This is an optimization exercise on Yosys and OpenROAD, whose aim is a short achievable clock period and few clock cycles, not a production implementation. Where RTL was checked, it was by simulation tests only, not by an equivalence proof against the original.

==> wip/onyx: inputs <==
==> flow/design.v <==
module redirect_cpu(clk, rst, imem_addr, imem_rdata, dmem_addr, dmem_wdata, dmem_we,
                    dmem_rdata, sys_valid, sys_data, halted);
    input clk;
    input rst;
    output [9:0]  imem_addr;
    input  [31:0] imem_rdata;
    output [5:0]  dmem_addr;
    output [31:0] dmem_wdata;
    output        dmem_we;
    input  [31:0] dmem_rdata;
    output reg        sys_valid;
    output reg [31:0] sys_data;
    output reg        halted;
    localparam PB = 6;             
    localparam NP = 1 << PB;
    reg  [31:0] pc;
    assign imem_addr = pc[11:2];
    wire [31:0] f_ir = imem_rdata;
    wire [5:0]  f_op = f_ir[31:26];
    wire f_j    = (f_op == 6'h02) || (f_op == 6'h03);
    wire f_jal  = (f_op == 6'h03);
    wire f_br   = (f_op == 6'h01) || (f_op == 6'h04) || (f_op == 6'h05);
    wire f_jr   = (f_op == 6'h00) && (f_ir[5:0] == 6'h08);
    reg [1:0] bp_cnt  [0:NP-1];
    reg       bp_seen [0:NP-1];
    wire [PB-1:0] f_idx = pc[PB+1:2];
    wire f_static = f_ir[15] || (f_op == 6'h05) || ((f_op == 6'h04) && (f_ir[25:21] == f_ir[20:16]));
    reg       lp_v  [0:NP-1];
    reg [3:0] lp_trip [0:NP-1];
    reg [3:0] lp_it [0:NP-1];
    wire f_loop = f_ir[15] && lp_v[f_idx];
    wire f_ldir = lp_it[f_idx] != lp_trip[f_idx];
    wire f_dir = f_loop ? f_ldir : bp_seen[f_idx] ? bp_cnt[f_idx][1] : f_static;
    reg [31:0] ras;
    wire [31:0] pc4 = pc + 32'd4;
    wire [31:0] f_brt = pc4 + {{14{f_ir[15]}}, f_ir[15:0], 2'b00};
    wire [31:0] f_jt  = {pc[31:28], f_ir[25:0], 2'b00} - 32'h00003000;
    wire f_take = f_j || (f_br && f_dir) || f_jr;
    wire [31:0] f_next = f_j ? f_jt : (f_br && f_dir) ? f_brt : f_jr ? ras : pc4;
    reg        d_valid;
    reg [31:0] d_ir, d_pc, d_pred;      
    reg        d_ptaken;
    reg        e_valid;
    reg [31:0] e_a, e_b, e_imm, e_const, e_alt, e_pred;
    reg [4:0]  e_dest;
    reg        e_fam, e_faw, e_fbm, e_fbw;    
    reg        e_bimm, e_shv, e_shl, e_sra;   
    reg        e_sub, e_sltu;
    reg [1:0]  e_lop;                          
    reg        e_radd, e_rlog, e_rsh, e_rslt, e_rconst;
    reg        e_wr, e_load, e_lbu, e_store, e_sys;
    reg        e_beq, e_bne, e_bltz, e_jr, e_ptaken;
    reg        m_valid;
    reg [31:0] m_result, m_sdata;
    reg [4:0]  m_dest;
    reg        m_wr, m_load, m_lbu;
    reg [5:0]  m_daddr;
    reg        m_we;
    reg [31:0] w_result;
    reg [4:0]  w_dest;
    reg        w_wr;
    wire [5:0] op    = d_ir[31:26];
    wire [4:0] rs    = d_ir[25:21];
    wire [4:0] rt    = d_ir[20:16];
    wire [4:0] rd    = d_ir[15:11];
    wire [4:0] shamt = d_ir[10:6];
    wire [5:0] funct = d_ir[5:0];
    wire [15:0] imm  = d_ir[15:0];
    wire r_type  = (op == 6'h00);
    wire i_sll   = r_type && funct == 6'h00;
    wire i_srl   = r_type && funct == 6'h02;
    wire i_sra   = r_type && funct == 6'h03;
    wire i_srlv  = r_type && funct == 6'h06;
    wire i_jr    = r_type && funct == 6'h08;
    wire i_sys   = r_type && funct == 6'h0c;
    wire i_add   = r_type && (funct == 6'h20 || funct == 6'h21);
    wire i_sub   = r_type && funct == 6'h22;
    wire i_and   = r_type && funct == 6'h24;
    wire i_or    = r_type && funct == 6'h25;
    wire i_xor   = r_type && funct == 6'h26;
    wire i_nor   = r_type && funct == 6'h27;
    wire i_slt   = r_type && funct == 6'h2a;
    wire i_sltu  = r_type && funct == 6'h2b;
    wire i_bltz  = (op == 6'h01);
    wire i_jal   = (op == 6'h03);
    wire i_beq   = (op == 6'h04);
    wire i_bne   = (op == 6'h05);
    wire i_addi  = (op == 6'h08 || op == 6'h09);
    wire i_slti  = (op == 6'h0a);
    wire i_andi  = (op == 6'h0c);
    wire i_ori   = (op == 6'h0d);
    wire i_xori  = (op == 6'h0e);
    wire i_lui   = (op == 6'h0f);
    wire i_lw    = (op == 6'h23);
    wire i_lbu   = (op == 6'h24);
    wire i_sw    = (op == 6'h2b);
    wire i_shimm = i_sll || i_srl || i_sra;
    wire i_shift = i_shimm || i_srlv;
    wire i_mem   = i_lw || i_lbu || i_sw;
    wire i_rlog  = i_and || i_or || i_xor || i_nor || i_andi || i_ori || i_xori;
    wire i_radd  = i_add || i_sub || i_addi || i_mem;
    wire i_rslt  = i_slt || i_sltu || i_slti;
    wire wr = i_shift || i_add || i_sub || i_rlog || i_rslt || i_addi || i_lui || i_lw || i_lbu || i_jal;
    wire [4:0] dest = i_jal ? 5'd31 : r_type ? rd : rt;
    wire [4:0] src1 = i_sys ? 5'd2 : rs;
    wire [4:0] src2 = i_sys ? 5'd4 : rt;
    wire bimm = i_shimm || i_addi || i_slti || i_andi || i_ori || i_xori || i_mem;
    wire [31:0] immv = i_shimm ? {27'b0, shamt} :
                       (i_andi || i_ori || i_xori) ? {16'b0, imm} : {{16{imm[15]}}, imm};
    wire [1:0] lop = (i_and || i_andi) ? 2'd0 : (i_or || i_ori) ? 2'd1 : (i_xor || i_xori) ? 2'd2 : 2'd3;
    reg [31:0] rf [1:31];
    integer k;
    always @(posedge clk) begin
        if (rst) begin
            for (k = 1; k < 32; k = k + 1) rf[k] <= 32'b0;
        end else if (w_wr) begin
            rf[w_dest] <= w_result;
        end
    end
    wire [31:0] rf_a = (src1 == 5'd0) ? 32'b0 : (w_wr && w_dest == src1) ? w_result : rf[src1];
    wire [31:0] rf_b = (src2 == 5'd0) ? 32'b0 : (w_wr && w_dest == src2) ? w_result : rf[src2];
    wire stall = d_valid && e_valid && e_load && e_dest != 5'd0 &&
                 (e_dest == src1 || e_dest == src2);
    wire fam = e_valid && e_wr && e_dest != 5'd0 && e_dest == src1;
    wire fbm = e_valid && e_wr && e_dest != 5'd0 && e_dest == src2;
    wire faw = m_valid && m_wr && m_dest != 5'd0 && m_dest == src1;
    wire fbw = m_valid && m_wr && m_dest != 5'd0 && m_dest == src2;
    wire [31:0] d_pc4 = d_pc + 32'd4;
    wire [31:0] d_brt = d_pc4 + {{14{imm[15]}}, imm, 2'b00};
    wire [31:0] opa = e_fam ? m_result : e_faw ? w_result : e_a;
    wire [31:0] opb = e_fbm ? m_result : e_fbw ? w_result : e_b;
    wire [31:0] y    = e_bimm ? e_imm : opb;
    wire [31:0] yadd = e_sub ? ~y : y;
    wire [31:0] sum  = opa + yadd + {31'b0, e_sub};
    wire [31:0] logr = (e_lop == 2'd0) ? (opa & y) : (e_lop == 2'd1) ? (opa | y) :
                       (e_lop == 2'd2) ? (opa ^ y) : ~(opa | y);
    wire [4:0]  shamt_e = e_shv ? opa[4:0] : e_imm[4:0];
    wire signed [31:0] opb_s = opb;
    wire [31:0] sh_ra = opb_s >>> shamt_e;
    wire [31:0] shr = e_shl ? (opb << shamt_e) : e_sra ? sh_ra : (opb >> shamt_e);
    wire        lt  = e_sltu ? (opa < y) : ($signed(opa) < $signed(y));
    wire [31:0] alur = ({32{e_radd}} & sum) | ({32{e_rlog}} & logr) | ({32{e_rsh}} & shr) |
                       ({32{e_rslt}} & {31'b0, lt}) | ({32{e_rconst}} & e_const);
    wire eq = (opa == opb);
    wire cond = e_beq ? eq : e_bne ? !eq : opa[31];
    wire br_mis = (e_beq || e_bne || e_bltz) && (cond != e_ptaken);
    wire jr_mis = e_jr && (opa != e_pred);
    wire mispredict = e_valid && (br_mis || jr_mis);
    wire [31:0] redir_pc = e_jr ? opa : e_alt;
    wire do_halt = e_valid && e_sys && opa == 32'd50;
    wire redirect = mispredict || do_halt;
    wire e_brupd = e_valid && (e_beq || e_bne || e_bltz) && !halted;
    reg  [PB-1:0] e_pidx;
    wire [31:0] e_addr = sum;
    assign dmem_we    = m_we;
    assign dmem_addr  = m_daddr;
    assign dmem_wdata = m_sdata;
    wire [31:0] lshift = dmem_rdata >> {m_result[1:0], 3'b000};
    wire [31:0] m_final = m_lbu ? {24'b0, lshift[7:0]} : m_load ? dmem_rdata : m_result;
    integer i;
    always @(posedge clk) begin
        if (rst) begin
            for (i = 0; i < NP; i = i + 1) begin
                bp_seen[i] <= 1'b0;
                bp_cnt[i] <= 2'b00;
                lp_v[i] <= 1'b0;
                lp_it[i] <= 4'd0;
                lp_trip[i] <= 4'd0;
            end
        end else if (e_brupd) begin
            bp_seen[e_pidx] <= 1'b1;
            if (cond) begin
                if (lp_it[e_pidx] != 4'hf) lp_it[e_pidx] <= lp_it[e_pidx] + 4'd1;
                else lp_v[e_pidx] <= 1'b0;
            end else begin
                lp_it[e_pidx] <= 4'd0;
                lp_trip[e_pidx] <= lp_it[e_pidx];
                lp_v[e_pidx] <= 1'b1;
            end
            if (!bp_seen[e_pidx])
                bp_cnt[e_pidx] <= cond ? 2'b10 : 2'b01;
            else if (cond && bp_cnt[e_pidx] != 2'b11)
                bp_cnt[e_pidx] <= bp_cnt[e_pidx] + 2'b01;
            else if (!cond && bp_cnt[e_pidx] != 2'b00)
                bp_cnt[e_pidx] <= bp_cnt[e_pidx] - 2'b01;
        end
    end
    always @(posedge clk) begin
        if (rst) begin
            pc <= 32'b0;
            d_valid <= 1'b0;
            d_ir <= 32'b0;
            e_valid <= 1'b0;
            m_valid <= 1'b0;
            m_we <= 1'b0;
            m_wr <= 1'b0;
            w_wr <= 1'b0;
            halted <= 1'b0;
            sys_valid <= 1'b0;
            ras <= 32'b0;
        end else begin
            sys_valid <= e_valid && e_sys && !do_halt && !halted;
            sys_data  <= opb;
            if (do_halt) halted <= 1'b1;
            if (mispredict) begin
                pc <= redir_pc;
            end else if (!stall) begin
                pc <= f_next;
            end
            if (!stall && f_jal) ras <= pc4;
            if (halted || redirect) d_valid <= 1'b0;
            else if (!stall) d_valid <= 1'b1;
            if (!stall) begin
                d_ir <= f_ir;
                d_pc <= pc;
                d_pred <= f_next;
                d_ptaken <= f_take;
            end
            e_valid <= d_valid && !stall && !redirect && !halted;
            e_a <= rf_a;
            e_b <= rf_b;
            e_imm <= immv;
            e_const <= i_jal ? d_pc4 : {imm, 16'b0};
            e_alt <= d_ptaken ? d_pc4 : d_brt;
            e_pred <= d_pred;
            e_pidx <= d_pc[PB+1:2];
            e_dest <= dest;
            e_fam <= fam;
            e_fbm <= fbm;
            e_faw <= faw;
            e_fbw <= fbw;
            e_bimm <= bimm;
            e_shv <= i_srlv;
            e_shl <= i_sll;
            e_sra <= i_sra;
            e_sub <= i_sub || i_rslt;
            e_sltu <= i_sltu;
            e_lop <= lop;
            e_radd <= i_radd;
            e_rlog <= i_rlog;
            e_rsh <= i_shift;
            e_rslt <= i_rslt;
            e_rconst <= i_lui || i_jal;
            e_wr <= wr;
            e_load <= i_lw || i_lbu;
            e_lbu <= i_lbu;
            e_store <= i_sw;
            e_sys <= i_sys;
            e_beq <= i_beq;
            e_bne <= i_bne;
            e_bltz <= i_bltz;
            e_jr <= i_jr;
            e_ptaken <= d_ptaken;
            m_valid <= e_valid && !halted;
            m_we <= e_valid && !halted && e_store;
            m_wr <= e_valid && !halted && e_wr;
            m_result <= alur;
            m_daddr <= e_lbu ? e_addr[7:2] : e_addr[5:0];
            m_sdata <= opb;
            m_dest <= e_dest;
            m_load <= e_load;
            m_lbu <= e_lbu;
            w_result <= m_final;
            w_dest <= m_dest;
            w_wr <= m_wr && m_dest != 5'd0;
        end
    end
endmodule
==> flow/run.sh <==
#!/bin/bash
# synth_recipe.tcl (not shown) runs the flow's synth.tcl, then flattens the netlist and writes it again
# the make line also repeats each setting of config.mk as NAME=value (left out here)
make -C /OpenROAD-flow-scripts/flow DESIGN_CONFIG=/design/flow/config.mk WORK_HOME=/design/flow/orfs CLKGATE_MAP_FILE= SYNTH_SCRIPT=/design/flow/synth_recipe.tcl finish
==> flow/config.mk <==
export PLATFORM = sky130hd
export DESIGN_NAME = redirect_cpu
export DESIGN_NICKNAME = redirect_cpu
export VERILOG_FILES = /design/flow/design.v
export SDC_FILE = /design/flow/constraint.sdc
export NUM_CORES = 4
export LEC_CHECK = 0
export ABC_CLOCK_PERIOD_IN_PS = 3000
export CAP_MARGIN = 20
export CORE_MARGIN = 2
export CORE_UTILIZATION = 40
export SETUP_SLACK_MARGIN = 5
export SLEW_MARGIN = 20
==> flow/constraint.sdc <==
create_clock -name core_clock -period 11.0 [get_ports {clk}]
set_input_delay 2.2000 -clock core_clock [delete_from_list [all_inputs] [get_ports {clk}]]
set_output_delay 2.2000 -clock core_clock [all_outputs]
set_load 0.01 [all_outputs]
==> wip/zinc: changes against wip/onyx <==
--- a/flow/design.v
+++ b/flow/design.v
@@ -202,15 +202,18 @@
             sys_valid <= e_valid && e_sys && !do_halt && !halted;
             sys_data  <= opb;
             if (do_halt) halted <= 1'b1;
-            if (mispredict) begin
+            if (halted || do_halt) begin
+                pc <= pc;
+            end else if (mispredict) begin
                 pc <= redir_pc;
             end else if (!stall) begin
                 pc <= f_next;
-            end
-            if (!stall && f_jal) ras <= pc4;
-            if (halted || redirect) d_valid <= 1'b0;
-            else if (!stall) d_valid <= 1'b1;
-            if (!stall) begin
+                if (f_jal) ras <= pc4;
+            end
+            if (halted || redirect) begin
+                d_valid <= 1'b0;
+            end else if (!stall) begin
+                d_valid <= 1'b1;
                 d_ir <= f_ir;
                 d_pc <= pc;
                 d_pred <= f_next;
Settings changed: ABC_CLOCK_PERIOD_IN_PS 3000 to not set, SETUP_SLACK_MARGIN 5 to not set.
==> summary.txt <==
wip/zinc ran to the end with no violations. wip/onyx completed with no timing, DRC or antenna violations. Between wip/zinc and wip/onyx, the lower non-clock buffer count is in wip/onyx (gap 12). Of wip/onyx and wip/zinc, wip/zinc has the higher sequential share of layout area (gap 0.36 points). Of wip/zinc and wip/onyx, wip/zinc has the higher clock-buffer cell count (gap 5). In wip/onyx the synthesized area is larger than in wip/zinc, by about 0.3%.
Testbench counts of wip/onyx, summed over its fixed seeds: cycles 178,472.
For wip/zinc, only the layout was checked, not whether the RTL still works.

static timing again, ports no longer ideal:
No port has a modelled driver above. Below, the same layouts with a new extraction and two added sets of constraints.
Step 1 assumes that a clkbuf_16 drives the clock port and a buf_2 every other input.
Step 2, shift: input delay + t, output delay - t, t = (earliest + latest rising clock arrival at the registers) / 2. This alone moves slack from input paths to output paths.
Slacks: ideal ports / drivers / drivers and shift; pairs: ideal ports / drivers.
| run | t (ns) | slack for setup (ns) | hold slack, ns | worst slew at a driven data input, ns | cell pins on the clock port's net |
|---|---|---|---|---|---|
| wip/onyx | 0.994 | 4.972 / 4.972 / 4.259 | 0.396 / 0.396 / 0.396 | 0.05 | 1 |
| wip/zinc | 0.991 | 4.133 / 4.133 / 4.133 | 0.418 / 0.418 / 0.418 | 0.06 | 1 |
After both steps setup and hold are still met in every run listed. The setup slack of wip/onyx, which loses most, moves by 0.000 ns with the drivers and by -0.713 ns with both steps.
